From an optimization exercise on the open Yosys and OpenROAD flow, aimed at small area, a short achievable clock period and few clock cycles per item; shortcuts taken in it are not production practice. At most, simulation tests tie the RTL to the original design; equivalence was not proved.

v22:
==> flow/design.v <==
module absdiff (
	input  wire [30:0] x,
	input  wire [30:0] y,
	output wire [30:0] d,
	output wire        xgty,
	output wire        xeqy
);
localparam N = 31;
localparam L = 5;
wire [N-1:0] p0 = ~(x ^ y);
wire [N-1:0] g0 = x & ~y;
reg [N-1:0] G;
reg [N-1:0] P;
reg [N-1:0] c;
integer l, i;
always @* begin
	G = g0;
	P = p0;
	for (l = 0; l < L; l = l + 1)
		for (i = 0; i < N; i = i + 1)
			if ((i >> l) & 1) begin
				G[i] = G[i] | (P[i] & G[((i >> l) << l) - 1]);
				P[i] = P[i] & P[((i >> l) << l) - 1];
			end
	c[0] = G[N-1];
	for (i = 1; i < N; i = i + 1)
		c[i] = G[i-1] | (P[i-1] & G[N-1]);
end
wire gall = G[N-1];
assign d    = p0 ^ c ^ {N{~gall}};
assign xgty = gall;
assign xeqy = P[N-1];
endmodule
module top(
		input wire [31:0] opa,
		input wire [31:0] opb,
		input wire start,
		input wire rst,
		input wire clk,
		output reg done,
		output reg [31:0] result
);
reg        busy;
reg        sb;      
reg  [4:0] k;
reg [31:0] a;
reg [31:0] b;
wire        xgty;
wire        xeqy;
wire [30:0] dh;
wire [30:0] xh = a[31:1] & {31{b[0]}};
wire [30:0] yh = b[31:1] & {31{(a[0] | ~b[0]) & ~sb}};
absdiff u_absdiff(.x(xh), .y(yh), .d(dh), .xgty(xgty), .xeqy(xeqy));
wire za  = (a == 32'd0);
wire eqt = xeqy & a[0] & b[0];
wire fin = za | eqt;
wire kz  = (k == 5'd0);
always @* begin
	done   = busy & fin & kz;
	result = b;
end
wire accept = start & (~busy | done);
wire [2:0] tz = xh[2:0] ^ yh[2:0];
reg  [30:0] ds;
always @* begin
	if (tz[0])      ds = dh;
	else if (tz[1]) ds = {1'b0, dh[30:1]};
	else if (tz[2]) ds = {2'b0, dh[30:2]};
	else            ds = {3'b0, dh[30:3]};
end
reg  [4:0] kin;
wire [31:0] oab = opa | opb;
integer i;
always @* begin
	kin = 5'd0;
	for (i = 31; i >= 0; i = i - 1)
		if (oab[i]) kin = i[4:0];
	if (opa == 32'd0 || opb == 32'd0) kin = 5'd0;
end
always @(posedge clk or negedge rst) begin
	if (~rst) begin
		busy <= 1'b0;
	end else begin
		busy <= start | (busy & ~done);
	end
end
always @(posedge clk) begin
	sb <= fin & ~accept;
	if (accept) begin
		a <= opa;
		b <= opb;
		k <= kin;
	end else begin
		a <= {1'b0, ds};
		if (fin) begin
			b <= {b[30:0], 1'b0};
			k <= k - 5'd1;
		end else if (~xgty)
			b <= a;
	end
end
endmodule
clock: 7.0 ns
lec_check: 0
cap_margin: 20
core_margin: 2
core_utilization: 40
setup_slack_margin: 2.5
slew_margin: 20
standard.sh (not shown) runs the stock make flow with config.mk's settings and CLKGATE_MAP_FILE= SYNTH_SCRIPT=/design/flow/synth_recipe.tcl, a recipe that flattens the netlist after the stock synthesis.
==> flow/flow/run.sh <==
#!/bin/bash
# Standard layout, with plain buf_1 cells as the port buffers.
set -euo pipefail
export BUFFER_PORTS_ARGS="-buffer_cell sky130_fd_sc_hd__buf_1"
bash standard.sh > standard.log 2>&1
Every stage of the flow completed for v22, and the final layout passed the timing, design-rule and antenna checks.
Testbench counts of v22, summed over its fixed seeds: cycles 52,913, items 2,400.
### v22 -> v32
--- a/flow/design.v
+++ b/flow/design.v
@@ -8,29 +8,32 @@
 localparam N = 31;
 localparam L = 5;
 wire [N-1:0] p0 = ~(x ^ y);
 wire [N-1:0] g0 = x & ~y;
 reg [N-1:0] G;
 reg [N-1:0] P;
-reg [N-1:0] c;
+reg [N-1:0] dt, df;
 integer l, i;
 always @* begin
 	G = g0;
 	P = p0;
 	for (l = 0; l < L; l = l + 1)
 		for (i = 0; i < N; i = i + 1)
 			if ((i >> l) & 1) begin
 				G[i] = G[i] | (P[i] & G[((i >> l) << l) - 1]);
 				P[i] = P[i] & P[((i >> l) << l) - 1];
 			end
-	c[0] = G[N-1];
-	for (i = 1; i < N; i = i + 1)
-		c[i] = G[i-1] | (P[i-1] & G[N-1]);
+	dt[0] = ~p0[0];
+	df[0] = ~p0[0];
+	for (i = 1; i < N; i = i + 1) begin
+		dt[i] = p0[i] ^ (G[i-1] | P[i-1]);
+		df[i] = ~(p0[i] ^ G[i-1]);
+	end
 end
 wire gall = G[N-1];
-assign d    = p0 ^ c ^ {N{~gall}};
+assign d    = gall ? dt : df;
 assign xgty = gall;
 assign xeqy = P[N-1];
 endmodule
 module top(
 		input wire [31:0] opa,
 		input wire [31:0] opb,
@@ -38,21 +41,21 @@
 		input wire rst,
 		input wire clk,
 		output reg done,
 		output reg [31:0] result
 );
 reg        busy;
-reg        sb;      
+reg        gy;      
 reg  [4:0] k;
 reg [31:0] a;
 reg [31:0] b;
 wire        xgty;
 wire        xeqy;
 wire [30:0] dh;
 wire [30:0] xh = a[31:1] & {31{b[0]}};
-wire [30:0] yh = b[31:1] & {31{(a[0] | ~b[0]) & ~sb}};
+wire [30:0] yh = b[31:1] & {31{gy}};
 absdiff u_absdiff(.x(xh), .y(yh), .d(dh), .xgty(xgty), .xeqy(xeqy));
 wire za  = (a == 32'd0);
 wire eqt = xeqy & a[0] & b[0];
 wire fin = za | eqt;
 wire kz  = (k == 5'd0);
 always @* begin
@@ -81,14 +84,16 @@
 	if (~rst) begin
 		busy <= 1'b0;
 	end else begin
 		busy <= start | (busy & ~done);
 	end
 end
+wire an0 = accept ? opa[0] : ((|tz) | dh[3]);
+wire bn0 = accept ? opb[0] : (~fin & (xgty ? b[0] : a[0]));
 always @(posedge clk) begin
-	sb <= fin & ~accept;
+	gy <= (an0 | ~bn0) & (accept | ~fin);
 	if (accept) begin
 		a <= opa;
 		b <= opb;
 		k <= kin;
 	end else begin
 		a <= {1'b0, ds};
==> comparison <==
- Going from v22 to v32, the die area was enlarged.
- Taking v22 as the reference, in v32 adder-cell share of the synthesized area now larger, slew at the pin closest to its max-slew limit now larger.
- v32 — post-route cell area about 2% higher, v22 as reference
- After detailed routing, v22 needs less wire than v32.
- v32 ends up with a horizontal extent of the die that is 2.2% higher than in v22.
- Relative to v22, final HPWL from detailed placement has gone down in v32.
- On maximum frequency, v32 does worse than v22.
- Re fraction of layout cells with a size suffix above 1: v22 and v32 aren't equal, and the higher value belongs to v22.
- Looking at first-pass GRT wire length across both flows, v32 is the weaker of the two, with v22 ahead.
Only the layout flow was run in v32; the RTL was not checked for function there.

## re-timing with driven ports
How much do the figures lean on ideal ports? The routed layouts below were timed once more, with nothing changed but the port constraints.
Step 1 sets driving cells, clkbuf_16 on the clock port and buf_2 on the other inputs (assumed; they add their load-dependent delay and slew).
Step 2 moves the port delays by t, midway between the first and last clock arrival at a register: inputs arrive t later, outputs are due t later. That takes back most of the time a late clock gives input paths.
Three values: no drivers, after step 1, after step 2; two values: the first two.
run | t (ns) | setup WS [ns] | slew at the worst register clock pin (ns) | worst data-port slew with drivers (ns)
v22 | 0.371 | 2.651 / 2.613 / 2.775 | 0.06 / 0.06 | 0.04
v32 | 0.393 | 2.622 / 2.582 / 2.719 | 0.07 / 0.07 | 0.04
After both steps every run listed still meets setup and hold.
